Context: an optimization exercise on an open-source flow, tuned for a short achievable clock period and few clock cycles per item. The choices shown serve that exercise and are no tape-out recipe.
Function was checked by simulation only, so behaviour that the tests miss may differ from the original.
Power figures rest on the tool's default switching activity, not on a simulated workload.

v44:
## divider_top
module divider_top (
  input  wire        clk,
  input  wire        rst,
  input  wire        start,
  input  wire [31:0] dividend,
  input  wire [31:0] divisor,
  output wire        ready,
  output reg         done,
  output wire [31:0] quotient
);
Size: ~18000 cells after synthesis, ~590 flip-flops, about 100 I/O pins, about 140000 um^2 of cells after synthesis.
Settings: LEC_CHECK=0, CAP_MARGIN=40, CORE_MARGIN=2, CORE_UTILIZATION=35, CTS_BUF_LIST=sky130_fd_sc_hd__clkbuf_8 sky130_fd_sc_hd__clkbuf_16, SLEW_MARGIN=40; clock period 170.0 ns.
run.sh (not shown) runs the stock make flow with config.mk's settings and CLKGATE_MAP_FILE= SYNTH_SCRIPT=/design/flow/synth_recipe.tcl, a recipe that flattens the netlist after the stock synthesis.
v44 finished all stages; the layout is clean.
Testbench counts of v44, summed over its fixed seeds: cycles 1,600, items 1,600.
Inputs modified between v44 and v10:
Settings: SLEW_MARGIN now 20, was 40; CAP_MARGIN now 20, was 40.
==> flow/flow/run.sh (new file) <==
#!/bin/bash
# Standard ORFS layout with two changes to how hard it optimises timing; the SDC,
# the clock period and the synthesis are unchanged:
#  - a setup-slack margin (flow/margin.txt, ns), so that repair_timing keeps
#    improving the critical path well past the loose clock period;
#  - the port buffers are buf_4 cells instead of the default delay-buffer
#    cell that the footprint-matched resizer never swaps out.
set -euo pipefail
MARGIN=$(cat "$(dirname "$0")/margin.txt")
bash standard.sh SETUP_SLACK_MARGIN=$MARGIN \
  "BUFFER_PORTS_ARGS=-buffer_cell sky130_fd_sc_hd__buf_4" finish > standard.log 2>&1
==> flow/flow/margin.txt (new file) <==
128
==> flow/standard.sh (new file) <==
#!/bin/bash
# synth_recipe.tcl (not shown) runs the flow's synth.tcl, then flattens the netlist and writes it again
# the make line also repeats each setting of config.mk as NAME=value (left out here)
make -C /OpenROAD-flow-scripts/flow DESIGN_CONFIG=/design/flow/config.mk WORK_HOME=/design/flow/orfs CLKGATE_MAP_FILE= SYNTH_SCRIPT=/design/flow/synth_recipe.tcl "${@:-finish}"
removed: flow/run.sh
- Going from v44 to v10, combinational share of power went up 0.7 points, routed wire length went up 0.80%, core utilization went up 3.5 points, overall power consumption went up 160 uW.
Relative to v10, the following input files were edited for v43:
Settings: CORE_UTILIZATION now 40, was 35.
==> flow/run.sh (new file) <==
#!/bin/bash
# synth_recipe.tcl (not shown) runs the flow's synth.tcl, then flattens the netlist and writes it again
# the make line also repeats each setting of config.mk as NAME=value (left out here)
make -C /OpenROAD-flow-scripts/flow DESIGN_CONFIG=/design/flow/config.mk WORK_HOME=/design/flow/orfs CLKGATE_MAP_FILE= SYNTH_SCRIPT=/design/flow/synth_recipe.tcl finish
removed: flow/flow/run.sh
removed: flow/flow/margin.txt
removed: flow/standard.sh
[summary]
The sole clean run among v10 and v43 is v10.
v43 finished all stages; however, its layout fails the closing checks, the failures being capacitance limit, slew limit.
Going from v10 to v43, switching power summed over all nets shrank by a few percent.
The final reports for v43 and v10 show arrival time of data at the critical path endpoint higher in the former.
Of v10 and v43, the higher cell count belongs to v10.
### v43 -> v49
Settings: a change of CORE_UTILIZATION from 40 to 45.
==> flow/flow/run.sh (new file) <==
#!/bin/bash
# Standard ORFS layout with two changes to how hard it optimises timing; the SDC,
# the clock period and the synthesis are unchanged:
#  - a setup-slack margin (flow/margin.txt, ns), so that repair_timing keeps
#    improving the critical path well past the loose clock period;
#  - the port buffers are buf_4 cells instead of the default delay-buffer
#    cell that the footprint-matched resizer never swaps out.
set -euo pipefail
MARGIN=$(cat "$(dirname "$0")/margin.txt")
bash standard.sh SETUP_SLACK_MARGIN=$MARGIN \
  "BUFFER_PORTS_ARGS=-buffer_cell sky130_fd_sc_hd__buf_4" finish > standard.log 2>&1
==> flow/flow/margin.txt (new file) <==
128
==> flow/standard.sh (new file) <==
#!/bin/bash
# synth_recipe.tcl (not shown) runs the flow's synth.tcl, then flattens the netlist and writes it again
# the make line also repeats each setting of config.mk as NAME=value (left out here)
make -C /OpenROAD-flow-scripts/flow DESIGN_CONFIG=/design/flow/config.mk WORK_HOME=/design/flow/orfs CLKGATE_MAP_FILE= SYNTH_SCRIPT=/design/flow/synth_recipe.tcl "${@:-finish}"
removed: flow/run.sh
Findings:
- No stage failed in v49, and the final checks on the layout all came back clean.
- Finished, but not clean: v43, with capacitance limit, slew limit.
- Compared with v43, v49 shows a higher starting utilization of the core area.
- Detailed route wirelength on metal2 down 2.7% in v49 wrt v43
- Sequential power: v43 vs v49 — no meaningful difference
- Via count for v49 is higher than for v43.
- Smallest setup slack after layout was higher in the run labelled v49.
- v43 → v49: number of cells on the critical path now sits lower; design area now sits higher.

-- afterwards: timing with drivers on the ports --
Ports are ideal in the flow. The routed layouts listed here were re-timed in OpenROAD. Step 1: set_driving_cell puts a clkbuf_16 on clk and a buf_2 on each other input, an assumption about the parent block. Step 2 times the ports against the registers' clock, not the clock port: input delays grow and output delays shrink by t, the midpoint of the rising clock arrivals with the driver on. Three values: no drivers, after step 1, after step 2; two values: the first two.
| run | shift t [ns] | setup WS [ns] | worst hold slack (ns) | worst setup path after step 2 |
|---|---|---|---|---|
| v44 | 1.020 | 117.190 / 117.079 / 116.548 | 33.399 / 33.307 / 34.327 | input to register |
| v10 | 1.007 | 122.030 / 122.008 / 121.075 | 33.186 / 33.100 / 34.108 | input to register |
| v43 | 0.968 | 116.434 / 116.436 / 115.558 | 33.519 / 33.431 / 34.399 | input to register |
| v49 | 0.958 | 121.968 / 121.836 / 121.104 | 33.241 / 33.136 / 34.094 | input to register |
The setup slack of v10, which loses most, moves by -0.022 ns with the drivers and by -0.955 ns with both steps.
